Source: an optimization exercise on an open RTL-to-GDS flow (aim: small area). Production flows keep margins and buffers that such runs may drop. Only simulation tests tie the RTL to the original design; equivalence was not proved. The flow treats the clock pin as an ideal source. Dropping or thinning the clock tree relies on that and would not hold on a real chip. Power is estimated from default activity; no workload was simulated.

==> flow/design.v <==
`timescale 1ns / 1ps
module UART(
    input clk,
    input rst,
    input start,
    input [7:0] tx_in,
    input rx,
    output tx,
    output [7:0] rx_output,
    output rx_done,
    output tx_done
);
    reg [3:0] q;
    reg [3:0] j;
    reg [7:0] tdata;
    reg tmux;
    wire t_idle = (j[1] & ~j[2] & j[3]);
    wire t_den = (j[1] & j[3]);
    wire j_step = (t_idle & start) | ((q[0] & q[2] & q[3])) | ((~j[0] & j[2] & j[3]));
    wire [3:0] q_nx = {((q[2])), ((q[1])), ((q[0])), ((~q[1] & ~q[3]) | (~q[0] & ~q[3]) | (~q[2] & q[3]))};
    wire [3:0] j_tg = {((~j[0] & ~j[1] & ~j[2])), ((~j[0] & ~j[1]) | (~j[0] & j[2] & j[3])), ((~j[0] & ~j[3]) | (~j[0] & ~j[2])), ((~j[3]) | (~j[2]) | (j[0]))};
    always @(*) begin
        case ({j[2], j[1], j[0]})
            3'd0: tmux = tdata[7];
            3'd1: tmux = tdata[6];
            3'd2: tmux = tdata[5];
            3'd3: tmux = tdata[4];
            3'd4: tmux = tdata[3];
            3'd5: tmux = tdata[2];
            3'd6: tmux = tdata[1];
            3'd7: tmux = tdata[0];
            default: tmux = 1'b1;
        endcase
    end
    always @(posedge clk) begin
        q <= (rst | t_idle) ? 4'd6 : q_nx;
        j <= rst ? 4'd10 : (j ^ ({4{j_step}} & j_tg));
        if (t_den) tdata <= tx_in;
    end
    assign tx = (((~j[3])) & tmux) | (j[1] & j[3]) | (~q[0] & j[0] & j[3]);
    assign tx_done = (~q[0] & ~q[3] & j[2] & j[3]);
    reg [3:0] p;
    reg [3:0] i;
    reg [7:0] rdata;
    wire r_idle = (~i[0] & ~i[1] & ~i[2] & ~i[3]);
    wire i_step = (r_idle & ~rx) | ((~p[1] & ~p[3]));
    wire [3:0] p_nx = {((p[2])), ((p[1])), ((p[0])), ((p[0] & ~p[3]) | (~p[1] & ~p[2]) | (~p[0] & p[3]))};
    wire [3:0] i_tg = {((i[0] & i[1] & i[3]) | (i[0] & i[1] & i[2])), ((i[0] & i[1] & ~i[3])), ((i[0])), (1'b1)};
    always @(posedge clk) begin
        p <= (rst | r_idle) ? 4'd9 : p_nx;
        i <= rst ? 4'd0 : (i ^ ({4{i_step}} & i_tg));
        if (((~p[0] & ~p[2])) & ((~i[3]) | (~i[1]))) rdata <= {rx, rdata[7:1]};
    end
    assign rx_output = rdata;
    assign rx_done = (~p[1] & ~p[2] & i[0] & i[1] & i[3]);
endmodule
==> flow/config.mk <==
export PLATFORM = sky130hd
export DESIGN_NAME = UART
export DESIGN_NICKNAME = UART
export VERILOG_FILES = /design/flow/design.v
export SDC_FILE = /design/flow/constraint.sdc
export NUM_CORES = 4
export LEC_CHECK = 0
export CAP_MARGIN = 0
export CORE_AREA = 3 3 63 63
export DIE_AREA = 0 0 66 66
export GPL_TIMING_DRIVEN = 0
export SLEW_MARGIN = 0
==> flow/constraint.sdc <==
create_clock -name core_clock -period 10.0 [get_ports {clk}]
set_input_delay 2.0000 -clock core_clock [delete_from_list [all_inputs] [get_ports {clk}]]
set_output_delay 2.0000 -clock core_clock [all_outputs]
set_load 0.01 [all_outputs]
standard.sh (not shown) runs the stock make flow with config.mk's settings and CLKGATE_MAP_FILE= SYNTH_SCRIPT=/design/flow/synth_recipe.tcl, a recipe that flattens the netlist after the stock synthesis.
==> flow/flow/run.sh <==
#!/bin/bash
# Own flow: the standard layout (standard.sh), with three changes:
#  - synthesis maps the logic with an area-oriented abc script (flow/area.abc);
#  - port buffers are sky130_fd_sc_hd__buf_1 instead of the default choice;
#  - the clock is buffered by flow/my_cts.tcl in place of TritonCTS: here one
#    sky130_fd_sc_hd__buf_12, placed at the flip-flops' centroid, drives all
#    32 flip-flop clock pins (largest clock-pin slew about 116 ps).
# Each tool's output goes to a log file of its own in this folder.
set -euo pipefail
export MY_WORK="$PWD"
export MY_ABC_SCRIPT="$PWD/flow/area.abc"
ARGS=(SYNTH_SCRIPT="$PWD/flow/my_synth.tcl" BUFFER_PORTS_ARGS="-buffer_cell sky130_fd_sc_hd__buf_1")
bash standard.sh "${ARGS[@]}" place > flow_place.log 2>&1
RES="$PWD/orfs/results/sky130hd/UART/base"
MY_RESULTS="$RES" PLATFORM_DIR="$FLOW_HOME/platforms/sky130hd" CLK_K=1 CLK_BUF=sky130_fd_sc_hd__buf_12 \
  openroad -no_init -exit flow/my_cts.tcl > flow_cts.log 2>&1
bash standard.sh "${ARGS[@]}" finish > flow_finish.log 2>&1
Other scripts of this flow, unchanged in this note and not shown: flow/flow/area.abc, flow/flow/my_cts.tcl, flow/flow/my_synth.tcl
Next try:
--- a/flow/flow/run.sh
+++ b/flow/flow/run.sh
@@ -3,7 +3,6 @@
 #  - synthesis maps the logic with an area-oriented abc script (flow/area.abc);
 #  - port buffers are sky130_fd_sc_hd__buf_1 instead of the default choice;
-#  - the clock is buffered by flow/my_cts.tcl in place of TritonCTS: here one
-#    sky130_fd_sc_hd__buf_12, placed at the flip-flops' centroid, drives all
-#    32 flip-flop clock pins (largest clock-pin slew about 116 ps).
+#  - the clock is buffered by flow/my_cts.tcl (a few clock buffers, each
+#    driving one cluster of flip-flops) in place of TritonCTS.
 # Each tool's output goes to a log file of its own in this folder.
 set -euo pipefail
Settings changed: PLACE_DENSITY set to 0.9.
Global-route usage goes down by 0.81 points; setup slack gets worse by 0.0072 ns; wire length goes down by 11%; design area is unchanged; total power goes down by 1.1%; core utilization is unchanged; clock power goes down by about 1%; critical path depth stays the same; synthesized cell count does not change; final cell count stays the same.
Next try:
Settings changed: PLACE_DENSITY 0.9 to not set.
=> Hold slack is about the same. Final cell count stays the same. Wire length is higher by 13%. Setup slack improves by 0.0072 ns. Flip-flop and latch count is unchanged. Via count goes up by 3.8%. Sequential power hardly moves. Synthesized cell count is unchanged.
In every run of this note, the design's own scripts or RTL, not TritonCTS, make the clock network.

## port drivers added, routing unchanged
How much do the figures lean on ideal ports? The routed layouts below were timed once more, with nothing changed but the port constraints.
Step 1: set_driving_cell puts a clkbuf_16 on clk and a buf_2 on each other input, an assumption about the parent block.
Step 2 also shifts input and output timing later by t, the mid clock arrival at the registers, as if the neighbouring blocks saw the same clock.
Three values: ideal ports, drivers, drivers and shift; two values: the first two.
run | t, ns | setup WS [ns] | worst hold slack (ns) | worst slew at a driven data input, ns | pins driven straight from the clock port
the first run | 0.170 | 6.433 / 6.404 / 6.574 | 0.461 / 0.461 / 0.461 | 0.03 | 1
the second run | 0.169 | 6.426 / 6.396 / 6.565 | 0.458 / 0.458 / 0.458 | 0.03 | 1
the third run | 0.170 | 6.433 / 6.404 / 6.574 | 0.461 / 0.461 / 0.461 | 0.03 | 1
After both steps setup and hold are still met in every run listed.
